Background: an optimization exercise with open tools, aiming at small area. Do not read the settings as production practice.
In this exercise RTL edits were held to simulation tests only and were not proved equivalent to the original.
No activity file was given, so power comes from the tool's default toggle rates.

==> design.v <==
module pwm_prescaler #(
    parameter integer PSC_WIDTH = 16
)(
    input  wire                 clk_psc_i,        
    input  wire                 rst_n_i,          
    input  wire                 cen_i,            
    input  wire [PSC_WIDTH-1:0] psc_preload_i,    
    output reg                  ck_cnt_o         
);
    reg [PSC_WIDTH-1:0] psc_counter_reg;
    reg [PSC_WIDTH-1:0] psc_shadow_reg;
    reg                  uev_o;             
    always @(posedge clk_psc_i or negedge rst_n_i) begin
        if (!rst_n_i) begin
            psc_shadow_reg <= {PSC_WIDTH{1'b0}};
            uev_o          <= 1'b0;
        end else begin
            if (psc_counter_reg >= psc_shadow_reg && cen_i) begin
                psc_shadow_reg <= psc_preload_i;
                uev_o          <= 1'b1;
            end else begin
                uev_o          <= 1'b0;
            end
        end
    end
    always @(posedge clk_psc_i or negedge rst_n_i) begin
        if (!rst_n_i) begin
            psc_counter_reg <= {PSC_WIDTH{1'b0}};
            ck_cnt_o        <= 1'b0;
        end else if (!cen_i) begin
            psc_counter_reg <= {PSC_WIDTH{1'b0}};
            ck_cnt_o        <= 1'b0;
        end else if (psc_preload_i == {PSC_WIDTH{1'b0}}) begin
            ck_cnt_o        <= 1'b1;
            psc_counter_reg <= {PSC_WIDTH{1'b0}};
        end else begin
            if (psc_counter_reg >= psc_shadow_reg) begin
                psc_counter_reg <= {PSC_WIDTH{1'b0}};
                ck_cnt_o        <= 1'b1;
            end else begin
                psc_counter_reg <= psc_counter_reg + 1'b1;
                ck_cnt_o        <= 1'b0;
            end
        end
    end
endmodule
module pwm_counter #(
    parameter integer CNT_WIDTH = 16
)(
    input  wire                 clk_psc_i,        
    input  wire                 rst_n_i,          
    input  wire                 ck_cnt_i,         
    input  wire                 cnt_en_i,         
    input  wire [CNT_WIDTH-1:0] arr_preload_i,    
    output reg  [CNT_WIDTH-1:0] cnt_o,            
    output reg                  overflow_o        
);
    reg [CNT_WIDTH-1:0] arr_shadow_reg;
    always @(posedge clk_psc_i or negedge rst_n_i) begin
        if (!rst_n_i) begin
            arr_shadow_reg <= {CNT_WIDTH{1'b0}};
        end else begin
            if (!cnt_en_i || overflow_o)
                arr_shadow_reg <= arr_preload_i;
        end
    end
    always @(posedge clk_psc_i or negedge rst_n_i) begin
        if (!rst_n_i) begin
            cnt_o       <= {CNT_WIDTH{1'b0}};
            overflow_o  <= 1'b0;
        end else if (!cnt_en_i) begin
            cnt_o       <= {CNT_WIDTH{1'b0}};
            overflow_o  <= 1'b0;
        end else if (ck_cnt_i) begin
            if (cnt_o >= arr_shadow_reg) begin
                cnt_o       <= {CNT_WIDTH{1'b0}};
                overflow_o  <= 1'b1;
            end else begin
                cnt_o       <= cnt_o + 1'b1;
                overflow_o  <= 1'b0;
            end
        end else begin
            overflow_o <= 1'b0;
        end
    end
endmodule
module pwm_comparator #(
    parameter integer WIDTH = 16
)(
    input  wire                     clk_psc_i,         
    input  wire                     rst_n_i,           
    input  wire [WIDTH-1:0]     cnt_i,             
    input  wire [WIDTH-1:0]     cmp_start_i,       
    input  wire [WIDTH-1:0]     cmp_end_i,         
    input  wire update_event_i,
    output reg                      cnt_eq_cmp_start_o,  
    output reg                      cnt_gt_cmp_start_o,  
    output reg                      cnt_eq_cmp_end_o,    
    output reg                      cnt_gt_cmp_end_o     
);
    reg [WIDTH-1:0] cmp_start_reg, cmp_end_reg;
    always @(posedge clk_psc_i or negedge rst_n_i) begin
        if (!rst_n_i) begin
            cmp_start_reg <= 0;
            cmp_end_reg   <= 0;
        end else begin
            if(update_event_i) begin
                cmp_start_reg <= cmp_start_i;
                cmp_end_reg   <= cmp_end_i;
            end
            else begin
                cmp_start_reg <= cmp_start_reg;
                cmp_end_reg   <= cmp_end_reg;
            end
        end
    end
    always @(posedge clk_psc_i or negedge rst_n_i) begin
        if (!rst_n_i) begin
            cnt_eq_cmp_start_o <= 1'b0;
            cnt_gt_cmp_start_o <= 1'b0;
            cnt_eq_cmp_end_o   <= 1'b0;
            cnt_gt_cmp_end_o   <= 1'b0;
        end else begin
            cnt_eq_cmp_start_o <= (cnt_i == cmp_start_reg);
            cnt_gt_cmp_start_o <= (cnt_i >  cmp_start_reg);
            cnt_eq_cmp_end_o   <= (cnt_i == cmp_end_reg);
            cnt_gt_cmp_end_o   <= (cnt_i >  cmp_end_reg);
        end
    end
endmodule
module pwm_oc_refgen (
    input  wire clk_psc_i,           
    input  wire rst_n_i,             
    input  wire cmp_start_eq_i,      
    input  wire cmp_start_gt_i,      
    input  wire cmp_end_eq_i,        
    input  wire cmp_end_gt_i,        
    input  wire mode_i,              
    output reg  oc_a_ref_o,          
    output reg  oc_b_ref_o           
);
    always @(posedge clk_psc_i or negedge rst_n_i) begin
        if (!rst_n_i) begin
            oc_a_ref_o <= 1'b0;
            oc_b_ref_o <= 1'b0;
        end 
        else begin
            if (mode_i) begin
                if (cmp_start_eq_i) begin
                    oc_a_ref_o <= 1'b1;
                    oc_b_ref_o <= 1'b0;
                end 
                else if (cmp_end_eq_i) begin
                    oc_a_ref_o <= 1'b0;
                    oc_b_ref_o <= 1'b1;
                end
            end
            else begin
                if (cmp_start_eq_i)
                    oc_a_ref_o <= 1'b0;
                else if (cmp_start_gt_i)
                    oc_a_ref_o <= oc_a_ref_o;  
                else
                    oc_a_ref_o <= 1'b1;
                if (cmp_end_eq_i)
                    oc_b_ref_o <= 1'b0;
                else if (cmp_end_gt_i)
                    oc_b_ref_o <= oc_b_ref_o;  
                else
                    oc_b_ref_o <= 1'b1;
            end
        end
    end
endmodule
module pwm_oc_deadtime #(
    parameter integer WIDTH = 8
)(
    input  wire              clk_psc_i,        
    input  wire              rst_n_i,          
    input  wire              update_event_i,   
    input  wire              pwm_in_i,         
    input  wire [WIDTH-1:0]  dtg_preload_i,    
    output wire              pwm_high_o,       
    output wire              pwm_low_o         
);
    reg [WIDTH-1:0] dtg_shadow_r;
    always @(posedge clk_psc_i or negedge rst_n_i) begin
        if (!rst_n_i)
            dtg_shadow_r <= {WIDTH{1'b0}};
        else if (update_event_i)
            dtg_shadow_r <= dtg_preload_i;
    end
    reg [WIDTH-1:0] dt_counter_r;
    reg              pwm_in_dly_r;
    always @(posedge clk_psc_i or negedge rst_n_i) begin
        if (!rst_n_i) begin
            dt_counter_r <= {WIDTH{1'b0}};
            pwm_in_dly_r <= 1'b0;
        end 
        else begin
            if (pwm_in_dly_r != pwm_in_i) begin
                if (dt_counter_r < dtg_shadow_r)
                    dt_counter_r <= dt_counter_r + 1'b1;
                else begin
                    dt_counter_r <= {WIDTH{1'b0}};
                    pwm_in_dly_r <= pwm_in_i;  
                end
            end 
            else begin
                dt_counter_r <= {WIDTH{1'b0}};
            end
        end
    end
    assign pwm_high_o =  pwm_in_dly_r &  pwm_in_i;   
    assign pwm_low_o  = ~(pwm_in_dly_r |  pwm_in_i);  
endmodule
module pwm_oc #(
    parameter integer DEADTIME_WIDTH = 8
)(
    input  wire clk_psc_i,            
    input  wire rst_n_i,              
    input  wire cmp_start_eq_i,       
    input  wire cmp_start_gt_i,       
    input  wire cmp_end_eq_i,         
    input  wire cmp_end_gt_i,         
    input  wire oc_mode_i,            
    input  wire dtg_src_sel_i,        
    input  wire update_event_i,       
    input  wire [DEADTIME_WIDTH-1:0] dtg_preload_i,  
    input  wire [1:0] oc_main_sel_i,  
    input  wire [1:0] oc_comp_sel_i,  
    input  wire oc_main_pol_i,        
    input  wire oc_comp_pol_i,        
    output wire oc_main_o,            
    output wire oc_comp_o             
);
    wire oc_ref_a_int;
    wire oc_ref_b_int;
    wire dtg_input_int;
    wire oc_main_dt_int;
    wire oc_comp_dt_int;
    pwm_oc_refgen u_oc_ref (
        .clk_psc_i       (clk_psc_i),
        .rst_n_i         (rst_n_i),
        .cmp_start_eq_i  (cmp_start_eq_i),
        .cmp_start_gt_i  (cmp_start_gt_i),
        .cmp_end_eq_i    (cmp_end_eq_i),
        .cmp_end_gt_i    (cmp_end_gt_i),
        .mode_i          (oc_mode_i),
        .oc_a_ref_o      (oc_ref_a_int),
        .oc_b_ref_o      (oc_ref_b_int)
    );
    assign dtg_input_int = (dtg_src_sel_i) ? oc_ref_a_int : oc_ref_b_int;
    pwm_oc_deadtime #(
        .WIDTH(DEADTIME_WIDTH)
    ) u_deadtime (
        .clk_psc_i    (clk_psc_i),
        .rst_n_i      (rst_n_i),
        .update_event_i(update_event_i),
        .pwm_in_i     (dtg_input_int),
        .dtg_preload_i(dtg_preload_i),
        .pwm_high_o   (oc_main_dt_int),
        .pwm_low_o    (oc_comp_dt_int)
    );
    reg oc_main_mux_int;
    reg oc_comp_mux_int;
    always @(*) begin
        case (oc_main_sel_i)
            2'b00: oc_main_mux_int = 1'b0;
            2'b01: oc_main_mux_int = oc_ref_a_int;
            2'b10: oc_main_mux_int = dtg_input_int;
            2'b11: oc_main_mux_int = oc_main_dt_int;
            default: oc_main_mux_int = 1'b0;
        endcase
        case (oc_comp_sel_i)
            2'b00: oc_comp_mux_int = 1'b0;
            2'b01: oc_comp_mux_int = oc_ref_b_int;
            2'b10: oc_comp_mux_int = dtg_input_int;
            2'b11: oc_comp_mux_int = oc_comp_dt_int;
            default: oc_comp_mux_int = 1'b0;
        endcase
    end
    assign oc_main_o = (oc_main_pol_i) ? ~oc_main_mux_int : oc_main_mux_int;
    assign oc_comp_o = (oc_comp_pol_i) ? ~oc_comp_mux_int : oc_comp_mux_int;
endmodule
module pwm_core #(
    parameter integer WIDTH = 16
)(
    input  wire                 clk_psc_i,
    input  wire                 rst_n_i,
    input  wire                 cnt_en_w,
    input  wire [WIDTH-1:0]     psc_preload_w,
    input  wire [WIDTH-1:0]     arr_preload_w,
    input  wire [WIDTH-1:0]     cmp_ch1_start_w,
    input  wire [WIDTH-1:0]     cmp_ch1_end_w,
    input  wire [WIDTH-1:0]     cmp_ch2_start_w,
    input  wire [WIDTH-1:0]     cmp_ch2_end_w,
    input  wire [7:0]           dtg_ch1_w,
    input  wire [7:0]           dtg_ch2_w,
    input  wire [WIDTH-1:0]     cfg_reg_ch1,
    input  wire [WIDTH-1:0]     cfg_reg_ch2,
    output wire                 pwm_ch1_a_o,
    output wire                 pwm_ch1_b_o,
    output wire                 pwm_ch2_a_o,
    output wire                 pwm_ch2_b_o
);
    wire ck_cnt_w;
    wire [WIDTH-1:0] cnt_val_w;
    wire overflow_w;
    pwm_prescaler #(
        .PSC_WIDTH(WIDTH)
    ) u_pwm_prescaler (
        .clk_psc_i(clk_psc_i),
        .rst_n_i(rst_n_i),
        .cen_i(cnt_en_w),
        .psc_preload_i(psc_preload_w),
        .ck_cnt_o(ck_cnt_w)
    );
    pwm_counter #(
        .CNT_WIDTH(WIDTH)
    ) u_pwm_counter (
        .clk_psc_i(clk_psc_i),
        .rst_n_i(rst_n_i),
        .ck_cnt_i(ck_cnt_w),
        .cnt_en_i(cnt_en_w),
        .arr_preload_i(arr_preload_w),
        .cnt_o(cnt_val_w),
        .overflow_o(overflow_w)
    );
    wire cnt_eq_cmp_ch1_start_w;
    wire cnt_gt_cmp_ch1_start_w;
    wire cnt_eq_cmp_ch1_end_w;
    wire cnt_gt_cmp_ch1_end_w;
    pwm_comparator #(.WIDTH(WIDTH)) u_pwm_comparator_ch1 (
        .clk_psc_i(clk_psc_i),
        .rst_n_i(rst_n_i),
        .update_event_i(overflow_w),
        .cnt_i(cnt_val_w),
        .cmp_start_i(cmp_ch1_start_w),
        .cmp_end_i(cmp_ch1_end_w),
        .cnt_eq_cmp_start_o(cnt_eq_cmp_ch1_start_w),
        .cnt_gt_cmp_start_o(cnt_gt_cmp_ch1_start_w),
        .cnt_eq_cmp_end_o(cnt_eq_cmp_ch1_end_w),
        .cnt_gt_cmp_end_o(cnt_gt_cmp_ch1_end_w)
    );
    wire oc_main_ch1_o;
    wire oc_comp_ch1_o;
    pwm_oc #(.DEADTIME_WIDTH(8)) u_pwm_oc_ch1 (
        .clk_psc_i(clk_psc_i),
        .rst_n_i(rst_n_i),
        .cmp_start_eq_i(cnt_eq_cmp_ch1_start_w),
        .cmp_start_gt_i(cnt_gt_cmp_ch1_start_w),
        .cmp_end_eq_i(cnt_eq_cmp_ch1_end_w),
        .cmp_end_gt_i(cnt_gt_cmp_ch1_end_w),
        .oc_mode_i(cfg_reg_ch1[0]),
        .dtg_src_sel_i(cfg_reg_ch1[1]),
        .update_event_i(overflow_w),
        .dtg_preload_i(dtg_ch1_w),
        .oc_main_sel_i(cfg_reg_ch1[3:2]),
        .oc_comp_sel_i(cfg_reg_ch1[5:4]),
        .oc_main_pol_i(cfg_reg_ch1[6]),
        .oc_comp_pol_i(cfg_reg_ch1[7]),
        .oc_main_o(oc_main_ch1_o),
        .oc_comp_o(oc_comp_ch1_o)
    );
    assign pwm_ch1_a_o = oc_main_ch1_o;
    assign pwm_ch1_b_o = oc_comp_ch1_o;
    wire cnt_eq_cmp_ch2_start_w;
    wire cnt_gt_cmp_ch2_start_w;
    wire cnt_eq_cmp_ch2_end_w;
    wire cnt_gt_cmp_ch2_end_w;
    pwm_comparator #(.WIDTH(16)) u_pwm_comparator_ch2 (
        .clk_psc_i(clk_psc_i),
        .rst_n_i(rst_n_i),
        .update_event_i(overflow_w),
        .cnt_i(cnt_val_w),
        .cmp_start_i(cmp_ch2_start_w),
        .cmp_end_i(cmp_ch2_end_w),
        .cnt_eq_cmp_start_o(cnt_eq_cmp_ch2_start_w),
        .cnt_gt_cmp_start_o(cnt_gt_cmp_ch2_start_w),
        .cnt_eq_cmp_end_o(cnt_eq_cmp_ch2_end_w),
        .cnt_gt_cmp_end_o(cnt_gt_cmp_ch2_end_w)
    );
    wire oc_main_ch2_o;
    wire oc_comp_ch2_o;
    pwm_oc #(.DEADTIME_WIDTH(8)) u_pwm_oc_ch2 (
        .clk_psc_i(clk_psc_i),
        .rst_n_i(rst_n_i),
        .cmp_start_eq_i(cnt_eq_cmp_ch2_start_w),
        .cmp_start_gt_i(cnt_gt_cmp_ch2_start_w),
        .cmp_end_eq_i(cnt_eq_cmp_ch2_end_w),
        .cmp_end_gt_i(cnt_gt_cmp_ch2_end_w),
        .oc_mode_i(cfg_reg_ch2[0]),
        .dtg_src_sel_i(cfg_reg_ch2[1]),
        .update_event_i(overflow_w),
        .dtg_preload_i(dtg_ch2_w),
        .oc_main_sel_i(cfg_reg_ch2[3:2]),
        .oc_comp_sel_i(cfg_reg_ch2[5:4]),
        .oc_main_pol_i(cfg_reg_ch2[6]),
        .oc_comp_pol_i(cfg_reg_ch2[7]),
        .oc_main_o(oc_main_ch2_o),
        .oc_comp_o(oc_comp_ch2_o)
    );
    assign pwm_ch2_a_o = oc_main_ch2_o;
    assign pwm_ch2_b_o = oc_comp_ch2_o;
endmodule
module pwm_register #(
    parameter integer WIDTH = 16
)(
    input  wire              clk_psc_i,
    input  wire              rst_n_i,
    input  wire              wr_en_i,
    input  wire              rd_en_i,
    input  wire [7:0]        addr_i,
    input  wire [WIDTH-1:0]  wr_data_i,
    output reg  [WIDTH-1:0]  rd_data_o,
    output reg               cen_1_o,
    output reg  [WIDTH-1:0]  arr_preload_1_o,
    output reg  [WIDTH-1:0]  psc_preload_1_o,
    output reg  [WIDTH-1:0]  cmp_ch1_start_o, cmp_ch1_end_o, cfg_reg_ch1,
    output reg  [7:0]        dtg_ch1_o,
    output reg  [WIDTH-1:0]  cmp_ch2_start_o, cmp_ch2_end_o, cfg_reg_ch2,
    output reg  [7:0]        dtg_ch2_o,
    output reg               cen_2_o,
    output reg  [WIDTH-1:0]  arr_preload_2_o,
    output reg  [WIDTH-1:0]  psc_preload_2_o,
    output reg  [WIDTH-1:0]  cmp_ch3_start_o, cmp_ch3_end_o, cfg_reg_ch3,
    output reg  [7:0]        dtg_ch3_o,
    output reg  [WIDTH-1:0]  cmp_ch4_start_o, cmp_ch4_end_o, cfg_reg_ch4,
    output reg  [7:0]        dtg_ch4_o,
    output reg               cen_3_o,
    output reg  [WIDTH-1:0]  arr_preload_3_o,
    output reg  [WIDTH-1:0]  psc_preload_3_o,
    output reg  [WIDTH-1:0]  cmp_ch5_start_o, cmp_ch5_end_o, cfg_reg_ch5,
    output reg  [7:0]        dtg_ch5_o,
    output reg  [WIDTH-1:0]  cmp_ch6_start_o, cmp_ch6_end_o, cfg_reg_ch6,
    output reg  [7:0]        dtg_ch6_o,
    output reg               cen_4_o,
    output reg  [WIDTH-1:0]  arr_preload_4_o,
    output reg  [WIDTH-1:0]  psc_preload_4_o,
    output reg  [WIDTH-1:0]  cmp_ch7_start_o, cmp_ch7_end_o, cfg_reg_ch7,
    output reg  [7:0]        dtg_ch7_o,
    output reg  [WIDTH-1:0]  cmp_ch8_start_o, cmp_ch8_end_o, cfg_reg_ch8,
    output reg  [7:0]        dtg_ch8_o
);
    always @(posedge clk_psc_i or negedge rst_n_i) begin
        if (!rst_n_i) begin
            cen_1_o <= 1'b0;
            cen_2_o <= 1'b0;
            cen_3_o <= 1'b0;
            cen_4_o <= 1'b0;
            arr_preload_1_o <= {WIDTH{1'b1}};
            arr_preload_2_o <= {WIDTH{1'b1}};
            arr_preload_3_o <= {WIDTH{1'b1}};
            arr_preload_4_o <= {WIDTH{1'b1}};
            psc_preload_1_o <= {WIDTH{1'b0}};
            psc_preload_2_o <= {WIDTH{1'b0}};
            psc_preload_3_o <= {WIDTH{1'b0}};
            psc_preload_4_o <= {WIDTH{1'b0}};
            cmp_ch1_start_o <= {WIDTH{1'b0}}; cmp_ch1_end_o <= {WIDTH{1'b0}}; cfg_reg_ch1 <= {WIDTH{1'b0}}; dtg_ch1_o <= 8'd1;
            cmp_ch2_start_o <= {WIDTH{1'b0}}; cmp_ch2_end_o <= {WIDTH{1'b0}}; cfg_reg_ch2 <= {WIDTH{1'b0}}; dtg_ch2_o <= 8'd1;
            cmp_ch3_start_o <= {WIDTH{1'b0}}; cmp_ch3_end_o <= {WIDTH{1'b0}}; cfg_reg_ch3 <= {WIDTH{1'b0}}; dtg_ch3_o <= 8'd1;
            cmp_ch4_start_o <= {WIDTH{1'b0}}; cmp_ch4_end_o <= {WIDTH{1'b0}}; cfg_reg_ch4 <= {WIDTH{1'b0}}; dtg_ch4_o <= 8'd1;
            cmp_ch5_start_o <= {WIDTH{1'b0}}; cmp_ch5_end_o <= {WIDTH{1'b0}}; cfg_reg_ch5 <= {WIDTH{1'b0}}; dtg_ch5_o <= 8'd1;
            cmp_ch6_start_o <= {WIDTH{1'b0}}; cmp_ch6_end_o <= {WIDTH{1'b0}}; cfg_reg_ch6 <= {WIDTH{1'b0}}; dtg_ch6_o <= 8'd1;
            cmp_ch7_start_o <= {WIDTH{1'b0}}; cmp_ch7_end_o <= {WIDTH{1'b0}}; cfg_reg_ch7 <= {WIDTH{1'b0}}; dtg_ch7_o <= 8'd1;
            cmp_ch8_start_o <= {WIDTH{1'b0}}; cmp_ch8_end_o <= {WIDTH{1'b0}}; cfg_reg_ch8 <= {WIDTH{1'b0}}; dtg_ch8_o <= 8'd1;
        end else if (wr_en_i) begin
            case (addr_i)
                8'd0: {cen_4_o, cen_3_o, cen_2_o, cen_1_o} <= wr_data_i[3:0];
                8'd1: psc_preload_1_o <= wr_data_i; 
                8'd2: arr_preload_1_o <= wr_data_i;
                8'd3: psc_preload_2_o <= wr_data_i; 
                8'd4: arr_preload_2_o <= wr_data_i;
                8'd5: psc_preload_3_o <= wr_data_i; 
                8'd6: arr_preload_3_o <= wr_data_i;
                8'd7: psc_preload_4_o <= wr_data_i;
                8'd8: arr_preload_4_o <= wr_data_i;
                8'd10: cmp_ch1_start_o <= wr_data_i; 
                8'd11: cmp_ch1_end_o <= wr_data_i;
                8'd12: dtg_ch1_o <= wr_data_i[7:0];
				8'd13: cfg_reg_ch1 <= wr_data_i;
                8'd14: cmp_ch2_start_o <= wr_data_i;
				8'd15: cmp_ch2_end_o <= wr_data_i;
                8'd16: dtg_ch2_o <= wr_data_i[7:0];
				8'd17: cfg_reg_ch2 <= wr_data_i;
                8'd18: cmp_ch3_start_o <= wr_data_i;
				8'd19: cmp_ch3_end_o <= wr_data_i;
                8'd20: dtg_ch3_o <= wr_data_i[7:0];
				8'd21: cfg_reg_ch3 <= wr_data_i;
                8'd22: cmp_ch4_start_o <= wr_data_i;
				8'd23: cmp_ch4_end_o <= wr_data_i;
                8'd24: dtg_ch4_o <= wr_data_i[7:0];
				8'd25: cfg_reg_ch4 <= wr_data_i;
                8'd26: cmp_ch5_start_o <= wr_data_i;
				8'd27: cmp_ch5_end_o <= wr_data_i;
                8'd28: dtg_ch5_o <= wr_data_i[7:0];
				8'd29: cfg_reg_ch5 <= wr_data_i;
                8'd30: cmp_ch6_start_o <= wr_data_i;
				8'd31: cmp_ch6_end_o <= wr_data_i;
                8'd32: dtg_ch6_o <= wr_data_i[7:0];
				8'd33: cfg_reg_ch6 <= wr_data_i;
                8'd34: cmp_ch7_start_o <= wr_data_i;
				8'd35: cmp_ch7_end_o <= wr_data_i;
                8'd36: dtg_ch7_o <= wr_data_i[7:0];
				8'd37: cfg_reg_ch7 <= wr_data_i;
                8'd38: cmp_ch8_start_o <= wr_data_i;
				8'd39: cmp_ch8_end_o <= wr_data_i;
                8'd40: dtg_ch8_o <= wr_data_i[7:0];
				8'd41: cfg_reg_ch8 <= wr_data_i;
                default: ; 
            endcase
        end
    end
    always @(*) begin
        if (rd_en_i) begin
            case (addr_i)
                8'd0: rd_data_o = {{(WIDTH-4){1'b0}}, cen_4_o, cen_3_o, cen_2_o, cen_1_o};
                8'd1: rd_data_o = psc_preload_1_o;
				8'd2: rd_data_o = arr_preload_1_o;
                8'd3: rd_data_o = psc_preload_2_o;
				8'd4: rd_data_o = arr_preload_2_o;
                8'd5: rd_data_o = psc_preload_3_o;
				8'd6: rd_data_o = arr_preload_3_o;
                8'd7: rd_data_o = psc_preload_4_o;
				8'd8: rd_data_o = arr_preload_4_o;
                8'd10: rd_data_o = cmp_ch1_start_o;
				8'd11: rd_data_o = cmp_ch1_end_o;
                8'd12: rd_data_o = {{(WIDTH-8){1'b0}}, dtg_ch1_o};
				8'd13: rd_data_o = cfg_reg_ch1;
                8'd14: rd_data_o = cmp_ch2_start_o;
				8'd15: rd_data_o = cmp_ch2_end_o;
                8'd16: rd_data_o = {{(WIDTH-8){1'b0}}, dtg_ch2_o};
				8'd17: rd_data_o = cfg_reg_ch2;
                8'd18: rd_data_o = cmp_ch3_start_o;
				8'd19: rd_data_o = cmp_ch3_end_o;
                8'd20: rd_data_o = {{(WIDTH-8){1'b0}}, dtg_ch3_o};
				8'd21: rd_data_o = cfg_reg_ch3;
                8'd22: rd_data_o = cmp_ch4_start_o;
				8'd23: rd_data_o = cmp_ch4_end_o;
                8'd24: rd_data_o = {{(WIDTH-8){1'b0}}, dtg_ch4_o};
				8'd25: rd_data_o = cfg_reg_ch4;
                8'd26: rd_data_o = cmp_ch5_start_o;
				8'd27: rd_data_o = cmp_ch5_end_o;
                8'd28: rd_data_o = {{(WIDTH-8){1'b0}}, dtg_ch5_o};
				8'd29: rd_data_o = cfg_reg_ch5;
                8'd30: rd_data_o = cmp_ch6_start_o;
				8'd31: rd_data_o = cmp_ch6_end_o;
                8'd32: rd_data_o = {{(WIDTH-8){1'b0}}, dtg_ch6_o};
				8'd33: rd_data_o = cfg_reg_ch6;
                8'd34: rd_data_o = cmp_ch7_start_o;
				8'd35: rd_data_o = cmp_ch7_end_o;
                8'd36: rd_data_o = {{(WIDTH-8){1'b0}}, dtg_ch7_o};
				8'd37: rd_data_o = cfg_reg_ch7;
                8'd38: rd_data_o = cmp_ch8_start_o;
				8'd39: rd_data_o = cmp_ch8_end_o;
                8'd40: rd_data_o = {{(WIDTH-8){1'b0}}, dtg_ch8_o};
				8'd41: rd_data_o = cfg_reg_ch8;
                default: rd_data_o = {WIDTH{1'b0}};
            endcase
        end else begin
            rd_data_o = {WIDTH{1'b0}};
        end
    end
endmodule
module pwm_top #(
    parameter integer WIDTH = 16
)(
    input  wire              clk_psc_i,      
    input  wire              rst_n_i,        
    input  wire [7:0]        addr_i,
    input  wire [15:0]       wdata_i,
    output wire [15:0]       rdata_o,
    input  wire              wr_en_i,
    input  wire              rd_en_i,
    output wire              pwm_ch1_a_o, pwm_ch1_b_o,
    output wire              pwm_ch2_a_o, pwm_ch2_b_o,
    output wire              pwm_ch3_a_o, pwm_ch3_b_o,
    output wire              pwm_ch4_a_o, pwm_ch4_b_o,
    output wire              pwm_ch5_a_o, pwm_ch5_b_o,
    output wire              pwm_ch6_a_o, pwm_ch6_b_o,
    output wire              pwm_ch7_a_o, pwm_ch7_b_o,
    output wire              pwm_ch8_a_o, pwm_ch8_b_o
);
    wire                cnt_en_1_w;
    wire [WIDTH-1:0]    psc_preload_1_w;
    wire [WIDTH-1:0]    arr_preload_1_w;
    wire [WIDTH-1:0]    cfg_reg_ch1;
    wire [WIDTH-1:0]    cmp_ch1_start_w, cmp_ch1_end_w;
    wire [7:0]          dtg_ch1_w;
    wire [WIDTH-1:0]    cfg_reg_ch2;
    wire [WIDTH-1:0]    cmp_ch2_start_w, cmp_ch2_end_w;
    wire [7:0]          dtg_ch2_w;
    wire                cnt_en_2_w;
    wire [WIDTH-1:0]    psc_preload_2_w;
    wire [WIDTH-1:0]    arr_preload_2_w;
    wire [WIDTH-1:0]    cfg_reg_ch3;
    wire [WIDTH-1:0]    cmp_ch3_start_w, cmp_ch3_end_w;
    wire [7:0]          dtg_ch3_w;
    wire [WIDTH-1:0]    cfg_reg_ch4;
    wire [WIDTH-1:0]    cmp_ch4_start_w, cmp_ch4_end_w;
    wire [7:0]          dtg_ch4_w;
    wire                cnt_en_3_w;
    wire [WIDTH-1:0]    psc_preload_3_w;
    wire [WIDTH-1:0]    arr_preload_3_w;
    wire [WIDTH-1:0]    cfg_reg_ch5;
    wire [WIDTH-1:0]    cmp_ch5_start_w, cmp_ch5_end_w;
    wire [7:0]          dtg_ch5_w;
    wire [WIDTH-1:0]    cfg_reg_ch6;
    wire [WIDTH-1:0]    cmp_ch6_start_w, cmp_ch6_end_w;
    wire [7:0]          dtg_ch6_w;
    wire                cnt_en_4_w;
    wire [WIDTH-1:0]    psc_preload_4_w;
    wire [WIDTH-1:0]    arr_preload_4_w;
    wire [WIDTH-1:0]    cfg_reg_ch7;
    wire [WIDTH-1:0]    cmp_ch7_start_w, cmp_ch7_end_w;
    wire [7:0]          dtg_ch7_w;
    wire [WIDTH-1:0]    cfg_reg_ch8;
    wire [WIDTH-1:0]    cmp_ch8_start_w, cmp_ch8_end_w;
    wire [7:0]          dtg_ch8_w;
    pwm_register #(
        .WIDTH(WIDTH)
    ) u_pwm_register (
        .clk_psc_i(clk_psc_i),
        .rst_n_i(rst_n_i),
        .wr_en_i(wr_en_i),
        .rd_en_i(rd_en_i),
        .addr_i(addr_i),
        .wr_data_i(wdata_i),
        .rd_data_o(rdata_o),
        .cen_1_o(cnt_en_1_w),
        .arr_preload_1_o(arr_preload_1_w),
        .psc_preload_1_o(psc_preload_1_w),
        .cmp_ch1_start_o(cmp_ch1_start_w),
        .cmp_ch1_end_o(cmp_ch1_end_w),
        .cfg_reg_ch1(cfg_reg_ch1),
        .dtg_ch1_o(dtg_ch1_w),
        .cmp_ch2_start_o(cmp_ch2_start_w),
        .cmp_ch2_end_o(cmp_ch2_end_w),
        .cfg_reg_ch2(cfg_reg_ch2),
        .dtg_ch2_o(dtg_ch2_w),
        .cen_2_o(cnt_en_2_w),
        .arr_preload_2_o(arr_preload_2_w),
        .psc_preload_2_o(psc_preload_2_w),
        .cmp_ch3_start_o(cmp_ch3_start_w),
        .cmp_ch3_end_o(cmp_ch3_end_w),
        .cfg_reg_ch3(cfg_reg_ch3),
        .dtg_ch3_o(dtg_ch3_w),
        .cmp_ch4_start_o(cmp_ch4_start_w),
        .cmp_ch4_end_o(cmp_ch4_end_w),
        .cfg_reg_ch4(cfg_reg_ch4),
        .dtg_ch4_o(dtg_ch4_w),
        .cen_3_o(cnt_en_3_w),
        .arr_preload_3_o(arr_preload_3_w),
        .psc_preload_3_o(psc_preload_3_w),
        .cmp_ch5_start_o(cmp_ch5_start_w),
        .cmp_ch5_end_o(cmp_ch5_end_w),
        .cfg_reg_ch5(cfg_reg_ch5),
        .dtg_ch5_o(dtg_ch5_w),
        .cmp_ch6_start_o(cmp_ch6_start_w),
        .cmp_ch6_end_o(cmp_ch6_end_w),
        .cfg_reg_ch6(cfg_reg_ch6),
        .dtg_ch6_o(dtg_ch6_w),
        .cen_4_o(cnt_en_4_w),
        .arr_preload_4_o(arr_preload_4_w),
        .psc_preload_4_o(psc_preload_4_w),
        .cmp_ch7_start_o(cmp_ch7_start_w),
        .cmp_ch7_end_o(cmp_ch7_end_w),
        .cfg_reg_ch7(cfg_reg_ch7),
        .dtg_ch7_o(dtg_ch7_w),
        .cmp_ch8_start_o(cmp_ch8_start_w),
        .cmp_ch8_end_o(cmp_ch8_end_w),
        .cfg_reg_ch8(cfg_reg_ch8),
        .dtg_ch8_o(dtg_ch8_w)
    );
    pwm_core u_pwm_core_1 (
        .clk_psc_i       (clk_psc_i),
        .rst_n_i         (rst_n_i),
        .cnt_en_w        (cnt_en_1_w),
        .psc_preload_w   (psc_preload_1_w),
        .arr_preload_w   (arr_preload_1_w),
        .cmp_ch1_start_w (cmp_ch1_start_w),
        .cmp_ch1_end_w   (cmp_ch1_end_w),
        .cmp_ch2_start_w (cmp_ch2_start_w),
        .cmp_ch2_end_w   (cmp_ch2_end_w),
        .dtg_ch1_w       (dtg_ch1_w),
        .dtg_ch2_w       (dtg_ch2_w),
        .cfg_reg_ch1     (cfg_reg_ch1),
        .cfg_reg_ch2     (cfg_reg_ch2),
        .pwm_ch1_a_o     (pwm_ch1_a_o),
        .pwm_ch1_b_o     (pwm_ch1_b_o),
        .pwm_ch2_a_o     (pwm_ch2_a_o),
        .pwm_ch2_b_o     (pwm_ch2_b_o)
    );
    pwm_core u_pwm_core_2 (
        .clk_psc_i       (clk_psc_i),
        .rst_n_i         (rst_n_i),
        .cnt_en_w        (cnt_en_2_w),
        .psc_preload_w   (psc_preload_2_w),
        .arr_preload_w   (arr_preload_2_w),
        .cmp_ch1_start_w (cmp_ch3_start_w),
        .cmp_ch1_end_w   (cmp_ch3_end_w),
        .cmp_ch2_start_w (cmp_ch4_start_w),
        .cmp_ch2_end_w   (cmp_ch4_end_w),
        .dtg_ch1_w       (dtg_ch3_w),
        .dtg_ch2_w       (dtg_ch4_w),
        .cfg_reg_ch1     (cfg_reg_ch3),
        .cfg_reg_ch2     (cfg_reg_ch4),
        .pwm_ch1_a_o     (pwm_ch3_a_o),
        .pwm_ch1_b_o     (pwm_ch3_b_o),
        .pwm_ch2_a_o     (pwm_ch4_a_o),
        .pwm_ch2_b_o     (pwm_ch4_b_o)
    );
    pwm_core u_pwm_core_3 (
        .clk_psc_i       (clk_psc_i),
        .rst_n_i         (rst_n_i),
        .cnt_en_w        (cnt_en_3_w),
        .psc_preload_w   (psc_preload_3_w),
        .arr_preload_w   (arr_preload_3_w),
        .cmp_ch1_start_w (cmp_ch5_start_w),
        .cmp_ch1_end_w   (cmp_ch5_end_w),
        .cmp_ch2_start_w (cmp_ch6_start_w),
        .cmp_ch2_end_w   (cmp_ch6_end_w),
        .dtg_ch1_w       (dtg_ch5_w),
        .dtg_ch2_w       (dtg_ch6_w),
        .cfg_reg_ch1     (cfg_reg_ch5),
        .cfg_reg_ch2     (cfg_reg_ch6),
        .pwm_ch1_a_o     (pwm_ch5_a_o),
        .pwm_ch1_b_o     (pwm_ch5_b_o),
        .pwm_ch2_a_o     (pwm_ch6_a_o),
        .pwm_ch2_b_o     (pwm_ch6_b_o)
    );
    pwm_core u_pwm_core_4 (
        .clk_psc_i       (clk_psc_i),
        .rst_n_i         (rst_n_i),
        .cnt_en_w        (cnt_en_4_w),
        .psc_preload_w   (psc_preload_4_w),
        .arr_preload_w   (arr_preload_4_w),
        .cmp_ch1_start_w (cmp_ch7_start_w),
        .cmp_ch1_end_w   (cmp_ch7_end_w),
        .cmp_ch2_start_w (cmp_ch8_start_w),
        .cmp_ch2_end_w   (cmp_ch8_end_w),
        .dtg_ch1_w       (dtg_ch7_w),
        .dtg_ch2_w       (dtg_ch8_w),
        .cfg_reg_ch1     (cfg_reg_ch7),
        .cfg_reg_ch2     (cfg_reg_ch8),
        .pwm_ch1_a_o     (pwm_ch7_a_o),
        .pwm_ch1_b_o     (pwm_ch7_b_o),
        .pwm_ch2_a_o     (pwm_ch8_a_o),
        .pwm_ch2_b_o     (pwm_ch8_b_o)
    );
endmodule
==> run.sh <==
#!/bin/bash
# synth_recipe.tcl (not shown) runs the flow's synth.tcl, then flattens the netlist and writes it again
# the make line also repeats each setting of config.mk as NAME=value (left out here)
make -C /OpenROAD-flow-scripts/flow DESIGN_CONFIG=/design/flow/config.mk WORK_HOME=/design/flow/orfs CLKGATE_MAP_FILE= SYNTH_SCRIPT=/design/flow/synth_recipe.tcl finish
==> config.mk <==
export PLATFORM = sky130hd
export DESIGN_NAME = pwm_top
export DESIGN_NICKNAME = pwm_top
export VERILOG_FILES = /design/flow/design.v
export SDC_FILE = /design/flow/constraint.sdc
export NUM_CORES = 4
export LEC_CHECK = 0
export CAP_MARGIN = 20
export CORE_MARGIN = 2
export CORE_UTILIZATION = 45
export SLEW_MARGIN = 20
==> constraint.sdc <==
create_clock -name core_clock -period 10.0 [get_ports {clk_psc_i}]
set_input_delay 2.0000 -clock core_clock [delete_from_list [all_inputs] [get_ports {clk_psc_i}]]
set_output_delay 2.0000 -clock core_clock [all_outputs]
set_load 0.01 [all_outputs]
==> results of run 1 <==
==> layout make-up <==
| cell class | instances | area, µm² |
|---|---|---|
| diodes | 4 | 10.0 |
| fillers | 13100 | 72400 |
| multi-input cells | 4116 | 30500 |
| flip-flops and latches | 1284 | 32200 |
| well taps | 1917 | 2400 |
| clock inverters | 46 | 594 |
| repair buffers | 141 | 1230 |
| inverters | 509 | 1910 |
| clock buffers | 219 | 4260 |
==> cell usage in the layout (no fill, tap or decap), types with 85 or more instances in the layout <==
master / synthesis / routed
sky130_fd_sc_hd__nand2_1: 582 / 582
sky130_fd_sc_hd__clkbuf_16: 0 / 145
sky130_fd_sc_hd__ha_1: 488 / 488
sky130_fd_sc_hd__inv_1: 509 / 509
sky130_fd_sc_hd__a21oi_1: 215 / 214
sky130_fd_sc_hd__o21ai_0: 525 / 524
sky130_fd_sc_hd__mux2_2: 691 / 691
sky130_fd_sc_hd__a22oi_1: 94 / 94
sky130_fd_sc_hd__nand3_1: 178 / 178
sky130_fd_sc_hd__nand4_1: 85 / 85
sky130_fd_sc_hd__dfrtp_1: 1212 / 1208
sky130_fd_sc_hd__nor2_1: 289 / 284
==> logic make-up (layout without fill, tap and decap cells) <==
family,after synthesis,after routing,synth area share [%]
AO/OA/AOI/OAI,1244,1244,11.6
XOR/XNOR,124,124,1.65
adder cells (fa/ha/maj),488,488,9.26
buffers and inverters,803,915,4.88
flip-flops,1284,1284,48.9
multiplexers,772,772,13.1
other,0,4,0
AND/OR/NAND/NOR,1488,1488,10.6
==> synthesized netlist by cell type (17+ instances only) <==
cell	n	share of area (%)
sky130_fd_sc_hd__dfrtp_1	1212	46
sky130_fd_sc_hd__mux2_2	691	12
sky130_fd_sc_hd__nand2_1	582	3.3
sky130_fd_sc_hd__o21ai_0	525	4.0
sky130_fd_sc_hd__inv_1	509	2.9
sky130_fd_sc_hd__ha_1	488	9.3
sky130_fd_sc_hd__nor2_1	289	1.6
sky130_fd_sc_hd__a21oi_1	215	1.6
sky130_fd_sc_hd__clkbuf_1	183	1.0
sky130_fd_sc_hd__nand3_1	178	1.4
sky130_fd_sc_hd__a22oi_1	94	1.1
sky130_fd_sc_hd__nand4_1	85	0.81
sky130_fd_sc_hd__xor2_1	83	1.1
sky130_fd_sc_hd__a21o_1	78	0.89
sky130_fd_sc_hd__buf_2	75	0.57
sky130_fd_sc_hd__mux2i_1	73	1.1
sky130_fd_sc_hd__dfstp_2	72	2.9
sky130_fd_sc_hd__nor2b_1	67	0.64
sky130_fd_sc_hd__nand2b_1	61	0.58
sky130_fd_sc_hd__nor3_1	52	0.39
sky130_fd_sc_hd__and3_1	51	0.48
sky130_fd_sc_hd__xnor2_1	41	0.54
sky130_fd_sc_hd__nor4_1	34	0.32
sky130_fd_sc_hd__o211ai_1	33	0.38
sky130_fd_sc_hd__o22ai_1	30	0.28
sky130_fd_sc_hd__a31oi_1	29	0.28
sky130_fd_sc_hd__o311ai_0	29	0.39
sky130_fd_sc_hd__a22o_1	26	0.35
sky130_fd_sc_hd__o21a_1	26	0.30
sky130_fd_sc_hd__a221oi_1	25	0.33
sky130_fd_sc_hd__nand2_2	20	0.19
sky130_fd_sc_hd__a211oi_1	17	0.19
sky130_fd_sc_hd__a41oi_1	17	0.23
==> metrics by stage <==
step,hold slack (ns),total power [W]
floorplan,0.459,0.00594
global placement,0.482,0.00643
detailed placement,0.487,0.00644
CTS,0.502,0.0119
global route,0.517,0.0122
finish,0.503,0.0118
==> metal layers <==
layer | GRT usage (%) | routed length, µm | vias up
li1 | - | - | 21900
met1 | 45.6 | 107000 | 25400
met2 | 48.3 | 106000 | 1689
met3 | 5.42 | 16200 | 373
met4 | 12.1 | 10100 | 10
met5 | 0 | 63 | -
==> worst reg2reg max path, stage by stage (launching register included) <==
cell                       delay (ns)
sky130_fd_sc_hd__dfrtp_1         0.43
sky130_fd_sc_hd__inv_1           0.38
sky130_fd_sc_hd__ha_1            0.32
sky130_fd_sc_hd__nand2b_1        0.14
sky130_fd_sc_hd__a21o_1          0.17
sky130_fd_sc_hd__a211o_1         0.29
sky130_fd_sc_hd__a211oi_1        0.45
sky130_fd_sc_hd__o21a_1          0.65
sky130_fd_sc_hd__nand3_1         0.15
sky130_fd_sc_hd__a21bo_2         0.21
==> path summary, 6_finish.rpt <==
path | endpoint | slack [ns] | depth (start not counted)
max in group asynchronous | u_pwm_register.cmp_ch1_start_o[2] | 6.49 | 3
max reg2reg | u_pwm_core_3.u_pwm_counter.cnt_o[9] | 6.76 | 9
min in group asynchronous | u_pwm_core_4.u_pwm_comparator_ch2.cmp_end_reg[0] | 1.18 | 1
max | rdata_o[15] | 1.37 | 9
min | u_pwm_register.cfg_reg_ch3[13] | 0.50 | 1
min reg2reg | u_pwm_register.cfg_reg_ch3[13] | 0.50 | 1
==> power breakdown <==
group          internal [W]  switching (W)  total, W
sequential          0.00536       0.000253   0.00562
clock               0.00315        0.00229   0.00544
combinational      0.000251       0.000493  0.000744
total               0.00877        0.00303    0.0118
==> run summary, run 1 <==
----------------------------------------------------
[Outcome]
  Status ... no timing/DRC/antenna violations

[Routing]
  Post-detailed-route count of antenna-violating nets ... 0
  Per-cell routed wire length ... 29.0 µm
  Vias after detailed routing ... 49400
  Detailed Route Iter0 Violations ... 4654
  DRC Markers ... 0
  Via-per-instance ratio ... 5.99
  Count of TritonRoute iterations in the first routing pass ... 6
  Post-detailed-routing wire length ... 239000 µm

[Die]
  Count of standard-cell rows ... 140
  Horiz. Die Dim ... 387 µm
  IO Pins ... 60
  Initial core utilization ... 45.3%
  Die boundary height ... 387 µm
  Placeable Area ... 146000 µm²
  Die outline area ... 150000 µm²

[Setup path]
  Type of the worst setup path ... input port to output pin
  Startpoint type of the worst setup path ... input port
  Reg2reg start ... u_pwm_core_3.u_pwm_counter.cnt_o[0]
  Worst Setup SP ... addr_i[2]
  Cell with the biggest individual delay on the critical path ... sky130_fd_sc_hd__a2111oi_0
  Largest stage delay on the critical path ... 1.01 ns
  Worst path buffer plus inverter count ... 3
  Worst Path Required ... 8.00 ns
  CP Data Arrival Time ... 6.63 ns
  Critical path, cell by cell ... buf_2, buf_4, nand2b_1, nor3_1, a2111oi_0, o21ai_0, a2111oi_0, a41oi_1, clkdlybuf4s50_1
  Crit path capture type ... output pin
  Cell type group with the largest total delay on the critical path ... compound AO/OA/AOI/OAI gates
  Most Frequent Cell on Critical Path ... sky130_fd_sc_hd__a2111oi_0
  Worst-path fanout max ... 39

[Global routing]
  First-pass GRT wire length ... 348000 µm
  Vias in the first global route ... 47700
  Gr ovfl total ... 0
  Number of antenna violations at the first check in global routing ... 18
  Overall global routing resource usage ... 31.9%
  Maximum number of pins on one net before global-route repair ... 186

[Clock network]
  Root buffer cell ... sky130_fd_sc_hd__clkbuf_16
  Level count of the clock H-tree ... 4
  Post-CTS setup-driven buffer insertion count ... 0
  Number of hold buffers added after CTS ... 0
  Clock tree from TritonCTS ... built
  Count of instances resized after the clock tree is built ... 0
  Clock slew at reported path FFs ... 0.06 ns
  Inserted Clock Buffers ... 145
  Deepest clock path buffer count ... 3
  Number of sinks handled by clock tree synthesis ... 1284
  Clock latency reported for the late side of the worst-skew pair ... 0.79 ns

[Synthesis]
  Distinct cells, synth ... 77
  Synth Net Count ... 6719
  Count of yosys warnings during synthesis ... 7
  Main synth FF type ... sky130_fd_sc_hd__dfrtp_1
  Register area share after synthesis ... 48.9%
  Proportion of synthesized flip-flops having asynchronous set or reset ... 100%
  Yosys reg bits ... 1284
  Post-synth design cell area ... 66000 µm²
  Number of flops mapped to enable cells by yosys ... 0
  Syn_area_per_cell ... 10.6 µm²
  Synth Instances ... 6203

[Finish]
  Design area ... 73200 µm²
  Util after Layout ... 50.3%
  Share of final-layout standard cells stronger than drive strength 1 ... 18.5%
  Count of placed standard cells in the final layout, fillers left out ... 8236
  Post-synthesis to final-layout area growth ... 11.0%
  Final Net Count ... 6713

[Placed design]
  Placer Congestion ... 1.03
  Cells after DPL ... 7964
  Worst slack, placed ... 1.65 ns
  Estimated wirelength of the detail-placed design ... 173000 µm
  Placed standard-cell area ... 68200 µm²
  Buffers added on ports ... 59

[STA]
  Actual slew at the worst max-slew pin ... 1.16 ns
  Final count of pins violating max slew ... 0
  Crit path time final ... 8.63 ns
  Post-route clock skew ... 0.0287 ns
  Peak clock frequency supported by timing ... 116 MHz
  Min setup slack post-route ... 1.37 ns
  Final worst-path cycle share ... 86.3%
  Final hold vios ... 0
  Setup violations, final ... 0
  Worst slew margin relative to its limit ... 20.8%
  Accumulated negative setup slack ... 0 ns
  RSZ-0062 raised after global routing ... no

[Power]
  Leak ... 33.7 nW
  Cell area power density ... 161 nW/µm²
  Worst IR drop on VDD ... 148 µV

[Min path]
  Classification of the worst-slack hold path ... register to register
  Min-delay src ... u_pwm_register.cfg_reg_ch3[13]

[Flow run]
  Max cap viols ... 0

----------------------------------------------------
==> run 2: changes to the inputs <==
--- a/design.v
+++ b/design.v
@@ -3,7 +3,7 @@
 )(
-    input  wire                 clk_psc_i,        
-    input  wire                 rst_n_i,          
-    input  wire                 cen_i,            
-    input  wire [PSC_WIDTH-1:0] psc_preload_i,    
-    output reg                  ck_cnt_o         
+    input  wire                 clk_psc_i,
+    input  wire                 rst_n_i,
+    input  wire                 cen_i,
+    input  wire [PSC_WIDTH-1:0] psc_preload_i,
+    output reg                  ck_cnt_o
 );
@@ -11,35 +11,16 @@
     reg [PSC_WIDTH-1:0] psc_shadow_reg;
-    reg                  uev_o;             
+    wire psc_hit_w  = (psc_counter_reg == psc_shadow_reg);
+    wire psc_zero_w = (psc_preload_i == {PSC_WIDTH{1'b0}});
     always @(posedge clk_psc_i or negedge rst_n_i) begin
-        if (!rst_n_i) begin
+        if (!rst_n_i)
             psc_shadow_reg <= {PSC_WIDTH{1'b0}};
-            uev_o          <= 1'b0;
-        end else begin
-            if (psc_counter_reg >= psc_shadow_reg && cen_i) begin
-                psc_shadow_reg <= psc_preload_i;
-                uev_o          <= 1'b1;
-            end else begin
-                uev_o          <= 1'b0;
-            end
-        end
+        else if (psc_hit_w && cen_i)
+            psc_shadow_reg <= psc_preload_i;
     end
-    always @(posedge clk_psc_i or negedge rst_n_i) begin
-        if (!rst_n_i) begin
-            psc_counter_reg <= {PSC_WIDTH{1'b0}};
-            ck_cnt_o        <= 1'b0;
-        end else if (!cen_i) begin
-            psc_counter_reg <= {PSC_WIDTH{1'b0}};
-            ck_cnt_o        <= 1'b0;
-        end else if (psc_preload_i == {PSC_WIDTH{1'b0}}) begin
-            ck_cnt_o        <= 1'b1;
+    always @(posedge clk_psc_i) begin
+        if (!cen_i || psc_zero_w || psc_hit_w)
             psc_counter_reg <= {PSC_WIDTH{1'b0}};
-        end else begin
-            if (psc_counter_reg >= psc_shadow_reg) begin
-                psc_counter_reg <= {PSC_WIDTH{1'b0}};
-                ck_cnt_o        <= 1'b1;
-            end else begin
-                psc_counter_reg <= psc_counter_reg + 1'b1;
-                ck_cnt_o        <= 1'b0;
-            end
-        end
+        else
+            psc_counter_reg <= psc_counter_reg + 1'b1;
+        ck_cnt_o <= cen_i & (psc_zero_w | psc_hit_w);
     end
@@ -49,11 +30,16 @@
 )(
-    input  wire                 clk_psc_i,        
-    input  wire                 rst_n_i,          
-    input  wire                 ck_cnt_i,         
-    input  wire                 cnt_en_i,         
-    input  wire [CNT_WIDTH-1:0] arr_preload_i,    
-    output reg  [CNT_WIDTH-1:0] cnt_o,            
-    output reg                  overflow_o        
+    input  wire                 clk_psc_i,
+    input  wire                 rst_n_i,
+    input  wire                 ck_cnt_i,
+    input  wire                 cnt_en_i,
+    input  wire [CNT_WIDTH-1:0] arr_preload_i,
+    output reg  [CNT_WIDTH-1:0] cnt_o,
+    output reg                  overflow_o,
+    output reg                  inc_o,         
+    output wire                 cnt_hi_zero_o  
 );
     reg [CNT_WIDTH-1:0] arr_shadow_reg;
+    wire wrap_w = (cnt_o[CNT_WIDTH-1:1] == arr_shadow_reg[CNT_WIDTH-1:1]) &
+                  (cnt_o[0] | ~arr_shadow_reg[0]);
+    assign cnt_hi_zero_o = (cnt_o[CNT_WIDTH-1:1] == {(CNT_WIDTH-1){1'b0}});
     always @(posedge clk_psc_i or negedge rst_n_i) begin
@@ -74,3 +60,3 @@
         end else if (ck_cnt_i) begin
-            if (cnt_o >= arr_shadow_reg) begin
+            if (wrap_w) begin
                 cnt_o       <= {CNT_WIDTH{1'b0}};
@@ -85,44 +71,36 @@
     end
+    always @(posedge clk_psc_i)
+        inc_o <= cnt_en_i & ck_cnt_i & ~wrap_w;
 endmodule
-module pwm_comparator #(
+module pwm_cmp_one #(
     parameter integer WIDTH = 16
 )(
-    input  wire                     clk_psc_i,         
-    input  wire                     rst_n_i,           
-    input  wire [WIDTH-1:0]     cnt_i,             
-    input  wire [WIDTH-1:0]     cmp_start_i,       
-    input  wire [WIDTH-1:0]     cmp_end_i,         
-    input  wire update_event_i,
-    output reg                      cnt_eq_cmp_start_o,  
-    output reg                      cnt_gt_cmp_start_o,  
-    output reg                      cnt_eq_cmp_end_o,    
-    output reg                      cnt_gt_cmp_end_o     
+    input  wire             clk_psc_i,
+    input  wire             rst_n_i,
+    input  wire [WIDTH-1:0] cnt_i,
+    input  wire             cnt_hi_zero_i,
+    input  wire             inc_i,
+    input  wire [WIDTH-1:0] cmp_i,
+    input  wire             update_event_i,
+    output reg              eq_o,
+    output reg              gt_o
 );
-    reg [WIDTH-1:0] cmp_start_reg, cmp_end_reg;
+    reg [WIDTH-1:0] cmp_reg;
     always @(posedge clk_psc_i or negedge rst_n_i) begin
-        if (!rst_n_i) begin
-            cmp_start_reg <= 0;
-            cmp_end_reg   <= 0;
-        end else begin
-            if(update_event_i) begin
-                cmp_start_reg <= cmp_start_i;
-                cmp_end_reg   <= cmp_end_i;
-            end
-            else begin
-                cmp_start_reg <= cmp_start_reg;
-                cmp_end_reg   <= cmp_end_reg;
-            end
-        end
+        if (!rst_n_i)
+            cmp_reg <= {WIDTH{1'b0}};
+        else if (update_event_i)
+            cmp_reg <= cmp_i;
     end
+    wire hi_eq_w = (cnt_i[WIDTH-1:1] == cmp_reg[WIDTH-1:1]);
+    wire eq_w    = hi_eq_w & (cnt_i[0] == cmp_reg[0]);
+    wire gt_w    = cnt_hi_zero_i ? (cnt_i[0] & hi_eq_w & ~cmp_reg[0])
+                                 : (gt_o | (inc_i & eq_o));
     always @(posedge clk_psc_i or negedge rst_n_i) begin
         if (!rst_n_i) begin
-            cnt_eq_cmp_start_o <= 1'b0;
-            cnt_gt_cmp_start_o <= 1'b0;
-            cnt_eq_cmp_end_o   <= 1'b0;
-            cnt_gt_cmp_end_o   <= 1'b0;
+            eq_o <= 1'b0;
+            gt_o <= 1'b0;
         end else begin
-            cnt_eq_cmp_start_o <= (cnt_i == cmp_start_reg);
-            cnt_gt_cmp_start_o <= (cnt_i >  cmp_start_reg);
-            cnt_eq_cmp_end_o   <= (cnt_i == cmp_end_reg);
-            cnt_gt_cmp_end_o   <= (cnt_i >  cmp_end_reg);
+            eq_o <= eq_w;
+            gt_o <= gt_w;
         end
@@ -130,2 +108,31 @@
 endmodule
+module pwm_comparator #(
+    parameter integer WIDTH = 16
+)(
+    input  wire                 clk_psc_i,
+    input  wire                 rst_n_i,
+    input  wire [WIDTH-1:0]     cnt_i,
+    input  wire                 cnt_hi_zero_i,
+    input  wire                 inc_i,
+    input  wire [WIDTH-1:0]     cmp_start_i,
+    input  wire [WIDTH-1:0]     cmp_end_i,
+    input  wire                 update_event_i,
+    output wire                 cnt_eq_cmp_start_o,
+    output wire                 cnt_gt_cmp_start_o,
+    output wire                 cnt_eq_cmp_end_o,
+    output wire                 cnt_gt_cmp_end_o
+);
+    pwm_cmp_one #(.WIDTH(WIDTH)) u_start (
+        .clk_psc_i(clk_psc_i), .rst_n_i(rst_n_i),
+        .cnt_i(cnt_i), .cnt_hi_zero_i(cnt_hi_zero_i), .inc_i(inc_i),
+        .cmp_i(cmp_start_i), .update_event_i(update_event_i),
+        .eq_o(cnt_eq_cmp_start_o), .gt_o(cnt_gt_cmp_start_o)
+    );
+    pwm_cmp_one #(.WIDTH(WIDTH)) u_end (
+        .clk_psc_i(clk_psc_i), .rst_n_i(rst_n_i),
+        .cnt_i(cnt_i), .cnt_hi_zero_i(cnt_hi_zero_i), .inc_i(inc_i),
+        .cmp_i(cmp_end_i), .update_event_i(update_event_i),
+        .eq_o(cnt_eq_cmp_end_o), .gt_o(cnt_gt_cmp_end_o)
+    );
+endmodule
 module pwm_oc_refgen (
@@ -177,9 +184,9 @@
 )(
-    input  wire              clk_psc_i,        
-    input  wire              rst_n_i,          
-    input  wire              update_event_i,   
-    input  wire              pwm_in_i,         
-    input  wire [WIDTH-1:0]  dtg_preload_i,    
-    output wire              pwm_high_o,       
-    output wire              pwm_low_o         
+    input  wire              clk_psc_i,
+    input  wire              rst_n_i,
+    input  wire              update_event_i,
+    input  wire              pwm_in_i,
+    input  wire [WIDTH-1:0]  dtg_preload_i,
+    output wire              pwm_high_o,
+    output wire              pwm_low_o
 );
@@ -193,24 +200,19 @@
     reg [WIDTH-1:0] dt_counter_r;
-    reg              pwm_in_dly_r;
-    always @(posedge clk_psc_i or negedge rst_n_i) begin
-        if (!rst_n_i) begin
+    reg             pwm_in_dly_r;
+    wire edge_w = (pwm_in_dly_r != pwm_in_i);
+    wire more_w = (dt_counter_r < dtg_shadow_r);
+    always @(posedge clk_psc_i) begin
+        if (edge_w && more_w)
+            dt_counter_r <= dt_counter_r + 1'b1;
+        else
             dt_counter_r <= {WIDTH{1'b0}};
+    end
+    always @(posedge clk_psc_i or negedge rst_n_i) begin
+        if (!rst_n_i)
             pwm_in_dly_r <= 1'b0;
-        end 
-        else begin
-            if (pwm_in_dly_r != pwm_in_i) begin
-                if (dt_counter_r < dtg_shadow_r)
-                    dt_counter_r <= dt_counter_r + 1'b1;
-                else begin
-                    dt_counter_r <= {WIDTH{1'b0}};
-                    pwm_in_dly_r <= pwm_in_i;  
-                end
-            end 
-            else begin
-                dt_counter_r <= {WIDTH{1'b0}};
-            end
-        end
+        else if (edge_w && !more_w)
+            pwm_in_dly_r <= pwm_in_i;
     end
-    assign pwm_high_o =  pwm_in_dly_r &  pwm_in_i;   
-    assign pwm_low_o  = ~(pwm_in_dly_r |  pwm_in_i);  
+    assign pwm_high_o =  pwm_in_dly_r &  pwm_in_i;
+    assign pwm_low_o  = ~(pwm_in_dly_r |  pwm_in_i);
 endmodule
@@ -309,2 +311,4 @@
     wire overflow_w;
+    wire inc_w;
+    wire cnt_hi_zero_w;
     pwm_prescaler #(
@@ -327,3 +331,5 @@
         .cnt_o(cnt_val_w),
-        .overflow_o(overflow_w)
+        .overflow_o(overflow_w),
+        .inc_o(inc_w),
+        .cnt_hi_zero_o(cnt_hi_zero_w)
     );
@@ -338,2 +344,4 @@
         .cnt_i(cnt_val_w),
+        .cnt_hi_zero_i(cnt_hi_zero_w),
+        .inc_i(inc_w),
         .cmp_start_i(cmp_ch1_start_w),
@@ -376,2 +384,4 @@
         .cnt_i(cnt_val_w),
+        .cnt_hi_zero_i(cnt_hi_zero_w),
+        .inc_i(inc_w),
         .cmp_start_i(cmp_ch2_start_w),
--- a/config.mk
+++ b/config.mk
@@ -10,2 +10,5 @@
 export CORE_UTILIZATION = 45
+export CTS_BUF_LIST = sky130_fd_sc_hd__clkbuf_16
+export CTS_CLUSTER_DIAMETER = 80
+export CTS_CLUSTER_SIZE = 24
 export SLEW_MARGIN = 20
==> run 2 against run 1 <==
Compared with the run above: routed wire length decreased by 6.8%; hold slack got worse by 0.027 ns; power decreased by 17%; largest cell class unchanged; highest routed layer unchanged.
==> run summary, run 2 <==
----------------------------------------------------
[Synthesis]
  Synth Net Count ... 5340 (-21%)
  Largest area contributor in the netlist ... sky130_fd_sc_hd__dfrtp_1
  Post-synth design cell area ... 61800 µm² (-6.4%)
  Simple-gate share of the synthesized area ... 9.08% (-1.5 points)
  Register area share after synthesis ... 51.2% (+2.4 points)
  Proportion of netlist area held by the largest area contributor ... 43.8% (-2.2 points)
  XOR/XNOR Fraction of Synth Area ... 7.09% (+5.4 points)
  Combinational family with the most area after synthesis ... multiplexers
  Distinct cells, synth ... 84 (+9.1%)
  Most frequently used cell type in the post-synthesis netlist ... sky130_fd_sc_hd__dfrtp_1
  Syn_area_per_cell ... 11.8 µm² (+11%)
  Proportion of synthesized flip-flops having asynchronous set or reset ... 89.4% (-11 points)
  Share of cell area taken by muxes after synthesis ... 19.8% (+6.7 points)
  Count of yosys warnings during synthesis ... 7 (unchanged)
  Synth Instances ... 5216 (-16%)
  Cell types with the highest counts after synthesis ... 1080 x sky130_fd_sc_hd__dfrtp_1, 990 x sky130_fd_sc_hd__mux2_2, 344 x sky130_fd_sc_hd__xor2_1
  Yosys reg bits ... 1288 (+0.31%)
  Number of flops mapped to enable cells by yosys ... 0 (unchanged)
  Complex-gate fraction of the synthesized area ... 7.51% (-4.1 points)
  Fraction of the mapped netlist area in adder cells ... 1.94% (-7.3 points)
  Main synth FF type ... sky130_fd_sc_hd__dfrtp_1
  Top cells by area, synth ... sky130_fd_sc_hd__dfrtp_1 44%, sky130_fd_sc_hd__mux2_2 18%, sky130_fd_sc_hd__xor2_1 4.9%, sky130_fd_sc_hd__dfxtp_1 4.4%, sky130_fd_sc_hd__dfstp_2 3.1%

[Setup path]
  CP Data Arrival Time ... 6.38 ns (-0.25 ns)
  Worst-path fanout max ... 31 (-21%)
  Startpoint type of the worst setup path ... input port
  FF-to-FF path depth ... 6 (-3)
  Worst Path Required ... 8.00 ns (about the same)
  Type of the worst setup path ... input port to output pin
  Crit path capture type ... output pin
  Setup slack of the most critical reg-to-reg path ... 6.62 ns (-0.14 ns)

[Clock network]
  Root buffer cell ... sky130_fd_sc_hd__clkbuf_16
  Post-CTS setup-driven buffer insertion count ... 0 (unchanged)
  Number of sinks handled by clock tree synthesis ... 1288 (+0.31%)
  Count of instances resized after the clock tree is built ... 0 (unchanged)
  Clock slew at reported path FFs ... 0.09 ns (+0.03 ns)
  Deepest clock path buffer count ... 3 (unchanged)
  Inserted Clock Buffers ... 75 (-48%)
  Level count of the clock H-tree ... 3 (-1)
  Clock tree from TritonCTS ... built
  Number of hold buffers added after CTS ... 0 (unchanged)
  Clock latency reported for the late side of the worst-skew pair ... 0.74 ns (-0.05 ns)

[Global routing]
  Vias in the first global route ... 41100 (-14%)
  Number of antenna violations at the first check in global routing ... 22 (+4)
  Gr ovfl total ... 0 (unchanged)
  First-pass GRT wire length ... 318000 µm (-8.5%)
  Maximum number of pins on one net before global-route repair ... 176 (-5.4%)
  Overall global routing resource usage ... 31.6% (-0.27 points)

[Routing]
  DRC Markers ... 0 (unchanged)
  Via-per-instance ratio ... 6.19 (+3.2%)
  Per-cell routed wire length ... 32.2 µm (+11%)
  Vias after detailed routing ... 42800 (-13%)
  Detailed Route Iter0 Violations ... 4705 (+1.1%)
  Post-detailed-route count of antenna-violating nets ... 0 (unchanged)
  Post-detailed-routing wire length ... 223000 µm (-6.8%)
  Count of TritonRoute iterations in the first routing pass ... 8 (+2)

[STA]
  Final count of pins violating max slew ... 0 (unchanged)
  Final worst-path cycle share ... 83.8% (-2.5 points)
  Final hold vios ... 0 (unchanged)
  Peak clock frequency supported by timing ... 119 MHz (+3.0%)
  Crit path time final ... 8.38 ns (-0.249 ns)
  Actual slew at the worst max-slew pin ... 1.22 ns (+0.0621 ns)
  Post-route clock skew ... 0.0468 ns (+0.0181 ns)
  Setup violations, final ... 0 (unchanged)
  Worst slew margin relative to its limit ... 18.7% (-2.1 points)
  RSZ-0062 raised after global routing ... no
  Accumulated negative setup slack ... 0 ns (unchanged)

[Power]
  Worst IR drop on VDD ... 167 µV (+13%)
  Cell area power density ... 148 nW/µm² (-7.9%)
  Leak ... 31.5 nW (-6.5%)

[Placed design]
  Buffers added on ports ... 59 (unchanged)
  Estimated wirelength of the detail-placed design ... 159000 µm (-8.4%)
  Placer Congestion ... 1.06 (+3.1%)

[Die]
  IO Pins ... 60 (unchanged)
  Die boundary height ... 374 µm (-3.2%)
  Horiz. Die Dim ... 374 µm (-3.2%)
  Placeable Area ... 136000 µm² (-6.7%)
  Die outline area ... 140000 µm² (-6.3%)
  Initial core utilization ... 45.5% (+0.17 points)
  Count of standard-cell rows ... 135 (-3.6%)

[Finish]
  Most common cell after layout, fill and taps aside ... sky130_fd_sc_hd__dfrtp_1
  Util after Layout ... 48.7% (-1.6 points)
  Post-synthesis to final-layout area growth ... 7.02%
  Share of final-layout standard cells stronger than drive strength 1 ... 26.2% (+7.7 points)
  Most used cells in the layout excluding fill and tap cells ... 1076 x sky130_fd_sc_hd__dfrtp_1, 990 x sky130_fd_sc_hd__mux2_2, 344 x sky130_fd_sc_hd__xor2_1
  Final Net Count ... 5202 (-23%)

[Min path]
  Classification of the worst-slack hold path ... register to register
  Number of cells on the worst hold path ... 1 (unchanged)

[Flow run]
  Max cap viols ... 0 (unchanged)

[Outcome]
  Status ... no timing/DRC/antenna violations

----------------------------------------------------
## run 2: metal layers
metal	up-vias	track usage, %	routed length (µm)
li1	18300	-	-
met3	441	6.19	16800
met5	-	0	79
met1	22400	44.5	97400
met4	14	14.8	11900
met2	1665	46.9	96900
## run 2: cell type report
| type | count | area [µm²] |
|---|---|---|
| fill | 12400 | 69700 |
| sequential | 1288 | 31700 |
| multi-input combinational | 3450 | 28100 |
| tap | 1781 | 2230 |
| clock buffer | 77 | 1930 |
| timing repair buffer | 130 | 1120 |
| clock inverter | 63 | 551 |
| inverter | 133 | 499 |
| antenna | 4 | 10.0 |
## run 2: final timing paths
| path | start | to |
|---|---|---|
| max reg2reg | u_pwm_core_2.u_pwm_counter.cnt_o[9] | u_pwm_core_2.u_pwm_counter.cnt_o[1] |
| min in group asynchronous | rst_n_i | u_pwm_core_4.u_pwm_oc_ch1.u_oc_ref.oc_b_ref_o |
| min | register | register |
| max | addr_i[7] | rdata_o[3] |
| min reg2reg | register | register |
| max in group asynchronous | rst_n_i | async pin |
## run 2: power breakdown
part / leakage (nW) / total, W / switching, W / internal, W
Clock: 1.29 / 0.00349 / 0.00198 / 0.00151
Combinational: 13.5 / 0.000716 / 0.000461 / 0.000255
Sequential: 16.7 / 0.00561 / 0.000245 / 0.00536
## run 2: kinds of logic after synthesis
logic type,count (synthesis)
DFF,1288
xor gates and xnor gates,500
adders and majority gates,96
AOI/OAI and AO/OA,687
muxes,1085
and+or+nand+nor,1082
buffers and inverters,478
## run 2: critical path: stages
cell and delay (ns):
sky130_fd_sc_hd__clkdlybuf4s50_1 0.65, sky130_fd_sc_hd__or4b_1 0.93, sky130_fd_sc_hd__nor2_4 0.91, sky130_fd_sc_hd__a32oi_1 0.21, sky130_fd_sc_hd__a31o_1 0.33, sky130_fd_sc_hd__a41oi_1 0.61
sky130_fd_sc_hd__clkdlybuf4s50_1 0.69
## run 2: through the flow
step           cell area [µm²]  setup slack, ns  std cells  hold WS [ns]  power (W)
2_1_floorplan            61800             4.32       5216         0.425    0.00594
3_3_place_gp             63600             1.81       6782         0.445    0.00640
3_5_place_dp             63600             1.80       6782         0.454    0.00641
4_1_cts                  66100             1.77       6922         0.472    0.00987
5_1_grt                  66100             1.64       6922         0.495     0.0101
6_report                 66100             1.62       6926         0.476    0.00981

## re-timing with driven ports
How much do the figures lean on ideal ports? The routed layouts below were timed once more, with nothing changed but the port constraints. Step 1 assumes that a clkbuf_16 drives the clock port and a buf_2 every other input. Step 2 also shifts input and output timing later by t, the mid clock arrival at the registers, as if the neighbouring blocks saw the same clock. Slacks: ideal ports / drivers / drivers and shift; pairs: ideal ports / drivers.
run | t, ns | slack for setup (ns) | worst setup path after step 2 | worst register clock-pin slew, ns | worst slew at a driven data input, ns
run 1 | 0.858 | 1.369 / 1.286 / 1.286 | input to output | 0.07 / 0.07 | 0.13
run 2 | 0.801 | 1.618 / 1.542 / 1.542 | input to output | 0.10 / 0.10 | 0.15
After both steps setup and hold are still met in every run listed. For run 1, which loses most, drivers alone change the setup slack by -0.083 ns; drivers and shift together by -0.083 ns.
